What follows belongs to an exercise in optimizing a design on an open flow for small area; a production flow would make more cautious choices. Where RTL was checked, it was by simulation tests only, not by an equivalence proof against the original. Power figures rest on the tool's default switching activity, not on a simulated workload.

==> indigo <==
## stage23_encode_module
module stage23_encode_module (
    clk , rst_n ,
    original_data_1 , original_data_2 , original_data_3 ,
    message_en_in ,
    message_en_out ,
    packet_head_data_out ,
    length_fast_1_out , length_fast_2_out , length_fast_3_out ,
    message_fast_1_out , message_fast_2_out , message_fast_3_out ,
    packet_ETX_data_out
    );
export LEC_CHECK = 0
export CAP_MARGIN = 20
export CORE_AREA = 5 5 1095 255
export CTS_CLUSTER_DIAMETER = 60
export CTS_CLUSTER_SIZE = 22
export DIE_AREA = 0 0 1100 260
export SLEW_MARGIN = 20
create_clock -name core_clock -period 7.0 [get_ports {clk}]
standard.sh (not shown) runs the stock make flow with config.mk's settings and CLKGATE_MAP_FILE= SYNTH_SCRIPT=/design/flow/synth_recipe.tcl, a recipe that flattens the netlist after the stock synthesis.
==> flow/flow/run.sh <==
#!/bin/bash
# Own layout flow: the standard flow (standard.sh), except that
#  - synthesis maps with an area-oriented ABC script and without ORFS's adder
#    extraction (same Yosys passes, registers and names otherwise),
#  - a tie cell drives up to 4 constant outputs instead of one (ties.tcl),
#  - the port buffers are the smallest buffer cell,
#  - clock tree synthesis uses no dummy loads (its sink clustering and buffer
#    come from config.mk's CTS_* settings, with defaults below).
set -euo pipefail
W=$(pwd)
F=$W/flow
R=$W/orfs/results/$FLOW_PLATFORM/stage23_encode_module/base

# ORFS's synth.tcl with the ABC call replaced
sed -e 's|log_cmd abc {\*}\$abc_args|log_cmd abc -script $::env(OWN_ABC_SCRIPT) {*}$lib_args {*}$lib_dont_use_args|' \
    "$FLOW_HOME/scripts/synth.tcl" > "$W/own_synth.tcl"
grep -q 'OWN_ABC_SCRIPT' "$W/own_synth.tcl"
export OWN_SYNTH_TCL=$W/own_synth.tcl
export OWN_ABC_SCRIPT=$F/abc_area.script

bash standard.sh SYNTH_SCRIPT="$F/synth_wrap.tcl" ADDER_MAP_FILE= SYNTH_INSBUF=0 synth > "$W/own_synth.log" 2>&1

bash standard.sh floorplan > "$W/own_floorplan.log" 2>&1
ODB=$R/2_floorplan.odb LIB=$FLOW_HOME/platforms/sky130hd/lib/sky130_fd_sc_hd__tt_025C_1v80.lib TIE_FANOUT=4 \
    openroad -no_init -exit "$F/ties.tcl" > "$W/own_ties.log" 2>&1

setting() { sed -n "s/^export $1 = //p" config.mk | tail -1; }
CSIZE=$(setting CTS_CLUSTER_SIZE); CSIZE=${CSIZE:-20}
CDIAM=$(setting CTS_CLUSTER_DIAMETER); CDIAM=${CDIAM:-60}
CBUF=$(setting CTS_BUF_LIST); CBUF=${CBUF:-sky130_fd_sc_hd__clkbuf_16}
CTS="-sink_clustering_enable -repair_clock_nets -sink_clustering_size $CSIZE"
CTS="$CTS -sink_clustering_max_diameter $CDIAM -buf_list {$CBUF} -dont_use_dummy_load"
bash standard.sh BUFFER_PORTS_ARGS="-buffer_cell sky130_fd_sc_hd__buf_1" CTS_ARGS="$CTS" finish > "$W/own_layout.log" 2>&1
test -s out/final.def
==> flow/flow/ties.tcl <==
# Tie cells for the constant outputs: the standard flow gives each output its
# own tie cell; here one tie cell drives up to TIE_FANOUT outputs of the same
# value (in port order).
read_db $::env(ODB)
set block [ord::get_db_block]
set n $::env(TIE_FANOUT)
foreach pin {LO HI} {
  # tie cells whose only load is one output port
  set ties {}
  foreach inst [$block getInsts] {
    if {[[$inst getMaster] getName] ne "sky130_fd_sc_hd__conb_1"} continue
    set it [$inst findITerm $pin]
    set net [$it getNet]
    if {$net eq "NULL"} continue
    if {[llength [$net getITerms]] != 1 || [llength [$net getBTerms]] != 1} continue
    lappend ties [list [[lindex [$net getBTerms] 0] getName] $inst $net]
  }
  set ties [lsort -dictionary -index 0 $ties]
  set keep ""
  set used 0
  foreach t $ties {
    lassign $t name inst net
    if {$keep eq "" || $used >= $n} {
      set keep $net
      set used 1
      continue
    }
    # move the port to the kept tie's net, remove this tie cell and its net
    set bt [lindex [$net getBTerms] 0]
    $bt disconnect
    $bt connect $keep
    odb::dbInst_destroy $inst
    odb::dbNet_destroy $net
    incr used
  }
  puts "ties on $pin: [llength $ties] outputs"
}
write_db $::env(ODB)
Other scripts of this flow, unchanged in this note and not shown: flow/flow/abc_area.script, flow/flow/synth_wrap.tcl
==> pepper: changes against indigo <==
--- a/flow/design.v
+++ b/flow/design.v
@@ -23,23 +23,18 @@
         s1_d2 <= original_data_2 ;
         s1_d3 <= original_data_3 ;
     end
     reg  [7:0]  dict_pid , dict_mc , dict_mt ;
     wire [23:0] eh1 , eh2 , eh3 ;
     wire        v1 , v2 , v3 ;
-    wire        z1 , z2 , z3 , q3 ;
-    hdr_eff #( .SLOT3 ( 0 ) ) he1 ( .d ( s1_d1 ) , .d2 ( s1_d2 ) , .eh ( eh1 ) , .valid ( v1 ) , .zero ( z1 ) , .is_q ( ) );
-    hdr_eff #( .SLOT3 ( 0 ) ) he2 ( .d ( s1_d2 ) , .d2 ( s1_d2 ) , .eh ( eh2 ) , .valid ( v2 ) , .zero ( z2 ) , .is_q ( ) );
-    hdr_eff #( .SLOT3 ( 1 ) ) he3 ( .d ( s1_d3 ) , .d2 ( s1_d2 ) , .eh ( eh3 ) , .valid ( v3 ) , .zero ( z3 ) , .is_q ( q3 ) );
-    wire [2:0]  dnz  = { dict_pid != 8'd0 , dict_mc != 8'd0 , dict_mt != 8'd0 } ;
-    wire [2:0]  c1 = { s1_d1[263:256] != dict_pid , s1_d1[255:248] != dict_mc , s1_d1[247:240] != dict_mt } ;
-    wire [2:0]  c2 = { s1_d2[263:256] != dict_pid , s1_d2[255:248] != dict_mc , s1_d2[247:240] != dict_mt } ;
-    wire [2:0]  c3 = { s1_d3[263:256] != dict_pid , s1_d3[255:248] != dict_mc , s1_d3[247:240] != dict_mt } ;
-    wire [2:0]  ne1 = z1 ? dnz : c1 ;
-    wire [2:0]  ne2 = z2 ? dnz : c2 ;
-    wire [2:0]  ne3 = q3 ? c2 : z3 ? dnz : c3 ;
+    hdr_eff #( .SLOT3 ( 0 ) ) he1 ( .d ( s1_d1 ) , .d2 ( s1_d2 ) , .eh ( eh1 ) , .valid ( v1 ) );
+    hdr_eff #( .SLOT3 ( 0 ) ) he2 ( .d ( s1_d2 ) , .d2 ( s1_d2 ) , .eh ( eh2 ) , .valid ( v2 ) );
+    hdr_eff #( .SLOT3 ( 1 ) ) he3 ( .d ( s1_d3 ) , .d2 ( s1_d2 ) , .eh ( eh3 ) , .valid ( v3 ) );
+    wire [2:0] ne1 = { eh1[23:16] != dict_pid , eh1[15:8] != dict_mc , eh1[7:0] != dict_mt } ;
+    wire [2:0] ne2 = { eh2[23:16] != dict_pid , eh2[15:8] != dict_mc , eh2[7:0] != dict_mt } ;
+    wire [2:0] ne3 = { eh3[23:16] != dict_pid , eh3[15:8] != dict_mc , eh3[7:0] != dict_mt } ;
     always @( posedge clk ) begin
         if ( !rst_n )
             { dict_pid , dict_mc , dict_mt } <= 24'd0 ;
         else if ( en1 ) begin
             if ( v3 )
                 { dict_pid , dict_mc , dict_mt } <= eh3 ;
@@ -100,26 +95,24 @@
                            { 1'b0 , s2_d2[255:248] != 8'd0 } +
                            { 1'b0 , s2_d3[255:248] != 8'd0 } ;
     assign message_en_out       = en2 ;
     assign packet_head_data_out = { 8'hAA , 8'h0F , seq , 16'h0000 , 6'b000000 , msg_count } ;
     assign packet_ETX_data_out  = 8'h55 ;
 endmodule
-module hdr_eff #( parameter SLOT3 = 0 ) ( d , d2 , eh , valid , zero , is_q );
+module hdr_eff #( parameter SLOT3 = 0 ) ( d , d2 , eh , valid );
     input  [263:0] d , d2 ;
     output [23:0]  eh ;
     output         valid ;
-    output         zero ;      
-    output         is_q ;
     wire [7:0] c = d[255:248] ;
     wire [7:0] t = d[247:240] ;
     wire is_d = ( c == 8'h64 ) ;
-    assign is_q = ( c == 8'h71 ) ;
+    wire is_q = ( c == 8'h71 ) ;
     wire is_n = ( c == 8'h4e ) ;
     wire n_ok = ( t == 8'h4c ) | ( t == 8'h4d ) | ( t == 8'h4e ) | ( t == 8'h52 ) | ( t == 8'h53 ) ;
     assign valid = ( c == 8'h61 ) | is_d | ( c == 8'h6b ) | is_q | is_n ;
-    assign zero = is_d | ( is_n & !n_ok ) ;
+    wire zero = is_d | ( is_n & !n_ok ) ;
     wire [23:0] h = ( SLOT3 && is_q ) ? d2[263:240] : d[263:240] ;
     assign eh = zero ? 24'd0 : h ;
 endmodule
 module fast_slot #( parameter QUIRK = 0 ) ( d , qd , ne , k , msg , len );
     input  [263:0] d , qd ;
     input  [2:0]   ne ;
@@ -139,30 +132,16 @@
     wire n_ns = is_n & ( ( T == 8'h4e ) | ( T == 8'h53 ) ) ;
     wire fam  = is_a | is_k | n_lr | n_m | n_ns ;    
     wire nonq = fam | is_d ;
     wire [5:0] base = is_a ? 6'd28 : is_k ? 6'd32 : ( is_d | is_q ) ? 6'd19 :
                       n_lr ? 6'd2 : n_m ? 6'd6 : n_ns ? 6'd10 : 6'd0 ;
     assign len = { 2'b00 , base } + { 6'd0 , ( nonq | is_q ) ? k : 2'd0 } ;
-    wire k_ge1 = k[0] | k[1] ;
-    wire k_ge2 = k[1] ;
-    wire k_eq3 = k[0] & k[1] ;
-    function lt ;
-        input integer jj , b ;
-        input         c ;
-        begin
-            if ( jj < b )          lt = c ;
-            else if ( jj == b )     lt = c & k_ge1 ;
-            else if ( jj == b + 1 ) lt = c & k_ge2 ;
-            else if ( jj == b + 2 ) lt = c & k_eq3 ;
-            else                    lt = 1'b0 ;
-        end
-    endfunction
     wire [7:0] g2 = ne[0] ? T : ne[1] ? C : P ;
     wire [7:0] g1 = ( ne[0] & ne[1] ) ? C : P ;
     wire [7:0] g0 = P ;
-    wire [135:0] dbody = { d[262:256] , 8'h64 , d[247:240] , 8'h00 , d[239:231] , d[222:200] , 8'h00 , d[199:135] } ;
+    wire [135:0] dbody = { d[262:240] , 8'h00 , d[239:231] , d[222:200] , 8'h00 , d[199:135] } ;
     wire [7:0] y [0:37] ;
     genvar mi ;
     generate
         for ( mi = 0 ; mi <= 34 ; mi = mi + 1 ) begin : gy
             localparam integer m = mi - 2 ;
             wire [7:0] fv = ( m == 0 ) ? g0 : ( m == 1 ) ? g1 : ( m == 2 ) ? g2 :
@@ -194,19 +173,17 @@
                 assign z[j] = k[0] ? y[j - 1] : y[j] ;
             end
         end
     endgenerate
     wire quirk = ( QUIRK != 0 ) & n_lr & ( ne == 3'b011 ) ;
     wire pm    = nonq & ~quirk ;
-    wire c_lr = n_lr & ~quirk ;
+    wire [5:0] lim = quirk ? 6'd0 : is_q ? { 4'd0 , k } + 6'd8 : len[5:0] ;
     wire [7:0] o [0:34] ;
     generate
         for ( j = 0 ; j <= 34 ; j = j + 1 ) begin : go
-            wire gj = lt ( j , 28 , is_a ) | lt ( j , 32 , is_k ) | lt ( j , 19 , is_d ) |
-                      lt ( j , 8 , is_q ) | lt ( j , 2 , c_lr ) | lt ( j , 6 , n_m ) |
-                      lt ( j , 10 , n_ns ) ;
+            wire       gj = ( lim > j ) ;
             wire       sa = gj & k[1] , sb = gj & ~k[1] ;
             wire [7:0] sh = ( { 8 { sa } } & z[j + 1] ) | ( { 8 { sb } } & z[j + 3] ) ;
             if ( j == 0 ) begin : pm0
                 assign o[j] = is_q ? sh : { pm , ~ne[2] & pm , ~ne[1] & pm , ~ne[0] & pm , 4'b0000 } ;
             end else if ( j == 1 ) begin : pm1
                 assign o[j] = is_q ? sh : 8'h00 ;
==> flow/flow/run.sh (replaced) <==
#!/bin/bash
# Own layout flow: the standard flow (standard.sh), except that
#  - synthesis maps with an area-oriented ABC script and without ORFS's adder
#    extraction (same Yosys passes, registers and names otherwise),
#  - the port buffers are the smallest buffer cell,
#  - clock tree synthesis uses no dummy loads.
set -euo pipefail
W=$(pwd)
F=$W/flow

# ORFS's synth.tcl with the ABC call replaced
sed -e 's|log_cmd abc {\*}\$abc_args|log_cmd abc -script $::env(OWN_ABC_SCRIPT) {*}$lib_args {*}$lib_dont_use_args|' \
    "$FLOW_HOME/scripts/synth.tcl" > "$W/own_synth.tcl"
grep -q 'OWN_ABC_SCRIPT' "$W/own_synth.tcl"
export OWN_SYNTH_TCL=$W/own_synth.tcl
export OWN_ABC_SCRIPT=$F/abc_area.script

bash standard.sh SYNTH_SCRIPT="$F/synth_wrap.tcl" ADDER_MAP_FILE= SYNTH_INSBUF=0 synth > "$W/own_synth.log" 2>&1

CTS="-sink_clustering_enable -repair_clock_nets -sink_clustering_size 20 -sink_clustering_max_diameter 60"
CTS="$CTS -buf_list sky130_fd_sc_hd__clkbuf_16 -dont_use_dummy_load"
bash standard.sh BUFFER_PORTS_ARGS="-buffer_cell sky130_fd_sc_hd__buf_1" CTS_ARGS="$CTS" finish > "$W/own_layout.log" 2>&1
test -s out/final.def
==> flow/config.mk (replaced) <==
export PLATFORM = sky130hd
export DESIGN_NAME = stage23_encode_module
export DESIGN_NICKNAME = stage23_encode_module
export VERILOG_FILES = /design/flow/design.v
export SDC_FILE = /design/flow/constraint.sdc
export NUM_CORES = 8
export LEC_CHECK = 0
export CAP_MARGIN = 20
export CORE_AREA = 5 5 1245 225
export DIE_AREA = 0 0 1250 230
export SLEW_MARGIN = 20
removed: flow/flow/ties.tcl
==> raven: changes against indigo <==
--- a/flow/design.v
+++ b/flow/design.v
@@ -23,23 +23,18 @@
         s1_d2 <= original_data_2 ;
         s1_d3 <= original_data_3 ;
     end
     reg  [7:0]  dict_pid , dict_mc , dict_mt ;
     wire [23:0] eh1 , eh2 , eh3 ;
     wire        v1 , v2 , v3 ;
-    wire        z1 , z2 , z3 , q3 ;
-    hdr_eff #( .SLOT3 ( 0 ) ) he1 ( .d ( s1_d1 ) , .d2 ( s1_d2 ) , .eh ( eh1 ) , .valid ( v1 ) , .zero ( z1 ) , .is_q ( ) );
-    hdr_eff #( .SLOT3 ( 0 ) ) he2 ( .d ( s1_d2 ) , .d2 ( s1_d2 ) , .eh ( eh2 ) , .valid ( v2 ) , .zero ( z2 ) , .is_q ( ) );
-    hdr_eff #( .SLOT3 ( 1 ) ) he3 ( .d ( s1_d3 ) , .d2 ( s1_d2 ) , .eh ( eh3 ) , .valid ( v3 ) , .zero ( z3 ) , .is_q ( q3 ) );
-    wire [2:0]  dnz  = { dict_pid != 8'd0 , dict_mc != 8'd0 , dict_mt != 8'd0 } ;
-    wire [2:0]  c1 = { s1_d1[263:256] != dict_pid , s1_d1[255:248] != dict_mc , s1_d1[247:240] != dict_mt } ;
-    wire [2:0]  c2 = { s1_d2[263:256] != dict_pid , s1_d2[255:248] != dict_mc , s1_d2[247:240] != dict_mt } ;
-    wire [2:0]  c3 = { s1_d3[263:256] != dict_pid , s1_d3[255:248] != dict_mc , s1_d3[247:240] != dict_mt } ;
-    wire [2:0]  ne1 = z1 ? dnz : c1 ;
-    wire [2:0]  ne2 = z2 ? dnz : c2 ;
-    wire [2:0]  ne3 = q3 ? c2 : z3 ? dnz : c3 ;
+    hdr_eff #( .SLOT3 ( 0 ) ) he1 ( .d ( s1_d1 ) , .d2 ( s1_d2 ) , .eh ( eh1 ) , .valid ( v1 ) );
+    hdr_eff #( .SLOT3 ( 0 ) ) he2 ( .d ( s1_d2 ) , .d2 ( s1_d2 ) , .eh ( eh2 ) , .valid ( v2 ) );
+    hdr_eff #( .SLOT3 ( 1 ) ) he3 ( .d ( s1_d3 ) , .d2 ( s1_d2 ) , .eh ( eh3 ) , .valid ( v3 ) );
+    wire [2:0] ne1 = { eh1[23:16] != dict_pid , eh1[15:8] != dict_mc , eh1[7:0] != dict_mt } ;
+    wire [2:0] ne2 = { eh2[23:16] != dict_pid , eh2[15:8] != dict_mc , eh2[7:0] != dict_mt } ;
+    wire [2:0] ne3 = { eh3[23:16] != dict_pid , eh3[15:8] != dict_mc , eh3[7:0] != dict_mt } ;
     always @( posedge clk ) begin
         if ( !rst_n )
             { dict_pid , dict_mc , dict_mt } <= 24'd0 ;
         else if ( en1 ) begin
             if ( v3 )
                 { dict_pid , dict_mc , dict_mt } <= eh3 ;
@@ -100,26 +95,24 @@
                            { 1'b0 , s2_d2[255:248] != 8'd0 } +
                            { 1'b0 , s2_d3[255:248] != 8'd0 } ;
     assign message_en_out       = en2 ;
     assign packet_head_data_out = { 8'hAA , 8'h0F , seq , 16'h0000 , 6'b000000 , msg_count } ;
     assign packet_ETX_data_out  = 8'h55 ;
 endmodule
-module hdr_eff #( parameter SLOT3 = 0 ) ( d , d2 , eh , valid , zero , is_q );
+module hdr_eff #( parameter SLOT3 = 0 ) ( d , d2 , eh , valid );
     input  [263:0] d , d2 ;
     output [23:0]  eh ;
     output         valid ;
-    output         zero ;      
-    output         is_q ;
     wire [7:0] c = d[255:248] ;
     wire [7:0] t = d[247:240] ;
     wire is_d = ( c == 8'h64 ) ;
-    assign is_q = ( c == 8'h71 ) ;
+    wire is_q = ( c == 8'h71 ) ;
     wire is_n = ( c == 8'h4e ) ;
     wire n_ok = ( t == 8'h4c ) | ( t == 8'h4d ) | ( t == 8'h4e ) | ( t == 8'h52 ) | ( t == 8'h53 ) ;
     assign valid = ( c == 8'h61 ) | is_d | ( c == 8'h6b ) | is_q | is_n ;
-    assign zero = is_d | ( is_n & !n_ok ) ;
+    wire zero = is_d | ( is_n & !n_ok ) ;
     wire [23:0] h = ( SLOT3 && is_q ) ? d2[263:240] : d[263:240] ;
     assign eh = zero ? 24'd0 : h ;
 endmodule
 module fast_slot #( parameter QUIRK = 0 ) ( d , qd , ne , k , msg , len );
     input  [263:0] d , qd ;
     input  [2:0]   ne ;
@@ -156,13 +149,13 @@
             else                    lt = 1'b0 ;
         end
     endfunction
     wire [7:0] g2 = ne[0] ? T : ne[1] ? C : P ;
     wire [7:0] g1 = ( ne[0] & ne[1] ) ? C : P ;
     wire [7:0] g0 = P ;
-    wire [135:0] dbody = { d[262:256] , 8'h64 , d[247:240] , 8'h00 , d[239:231] , d[222:200] , 8'h00 , d[199:135] } ;
+    wire [135:0] dbody = { d[262:240] , 8'h00 , d[239:231] , d[222:200] , 8'h00 , d[199:135] } ;
     wire [7:0] y [0:37] ;
     genvar mi ;
     generate
         for ( mi = 0 ; mi <= 34 ; mi = mi + 1 ) begin : gy
             localparam integer m = mi - 2 ;
             wire [7:0] fv = ( m == 0 ) ? g0 : ( m == 1 ) ? g1 : ( m == 2 ) ? g2 :
==> comparison table <==
| quantity | indigo | raven | pepper |
|---|---|---|---|
| Power share of the combinational group | 0.094 | 0.084 | 0.088 |
| Post-Place Cell Area | 68600 um2 | 68500 um2 | 69900 um2 |
| Switching portion of total power | 0.281 | 0.270 | 0.273 |
| Crit-path slowest cell | sky130_fd_sc_hd__nor4_1 | sky130_fd_sc_hd__clkinv_1 | sky130_fd_sc_hd__o21bai_1 |
| Status | no timing/DRC/antenna violations | no timing/DRC/antenna violations | complete, but fails checks |
| Violated checks | - | - | antenna rules |
| Met3 wire length | 57300 um | 46300 um | 45800 um |
| Minimum setup slack after placement | 1.47 ns | 1.05 ns | 0.652 ns |
| Data-path buffer share of cell area in the final layout | 0.103 | 0.101 | 0.101 |
| Starting Density | 0.207 | 0.207 | 0.208 |
| Multi-input logic portion of the cell area | 0.292 | 0.296 | 0.303 |
| Via count of the first global-routing pass | 54937 | 54620 | 52509 |
| Fraction of power consumed by sequential logic | 0.595 | 0.602 | 0.584 |
| Count of mapped cells out of synthesis | 5514 | 5587 | 5598 |
| Reg-to-reg startpoint | s1_d1[254]$_DFF_P_ | s1_d3[252]$_DFF_P_ | en1$_DFF_P_ |
| Diode insertion count for antenna repair | 102 | 134 | 96 |
| Number of nets in the final layout | 8290 | 8356 | 8583 |
| Footprint of the flip-flops and latches | 34200 um2 | 34200 um2 | 34200 um2 |
| Max Fclk | 154 MHz | 149 MHz | 146 MHz |
| Average cell area after synthesis | 10.1 um2 | 10.0 um2 | 10.0 um2 |
| Number of antenna violations at the first check in global routing | 216 | 254 | 159 |
No functional check of the RTL was part of indigo and pepper.

-- separate check: timing with driven ports --
The flow's constraints put no driver on any port. The routed layouts listed below were extracted and timed again, unchanged, in two steps. Step 1: set_driving_cell puts a clkbuf_16 on clk and a buf_2 on each other input, an assumption about the parent block. Step 2 times the ports against the registers' clock, not the clock port: input delays grow and output delays shrink by t, the midpoint of the rising clock arrivals with the driver on. Slacks: no drivers / after step 1 / after step 2; pairs: no drivers / after step 1.
| run | shift t [ns] | setup slack, ns | worst setup path at the end | worst register clock-pin slew, ns | worst slew at a driven data input, ns |
|---|---|---|---|---|---|
| indigo | 0.786 | 0.490 / 0.422 / 1.209 | register to output | 0.11 / 0.11 | 0.50 |
| pepper | 0.903 | 0.171 / 0.108 / 1.012 | register to output | 0.11 / 0.11 | 0.48 |
| raven | 0.783 | 0.284 / 0.224 / 1.008 | register to output | 0.11 / 0.11 | 0.47 |
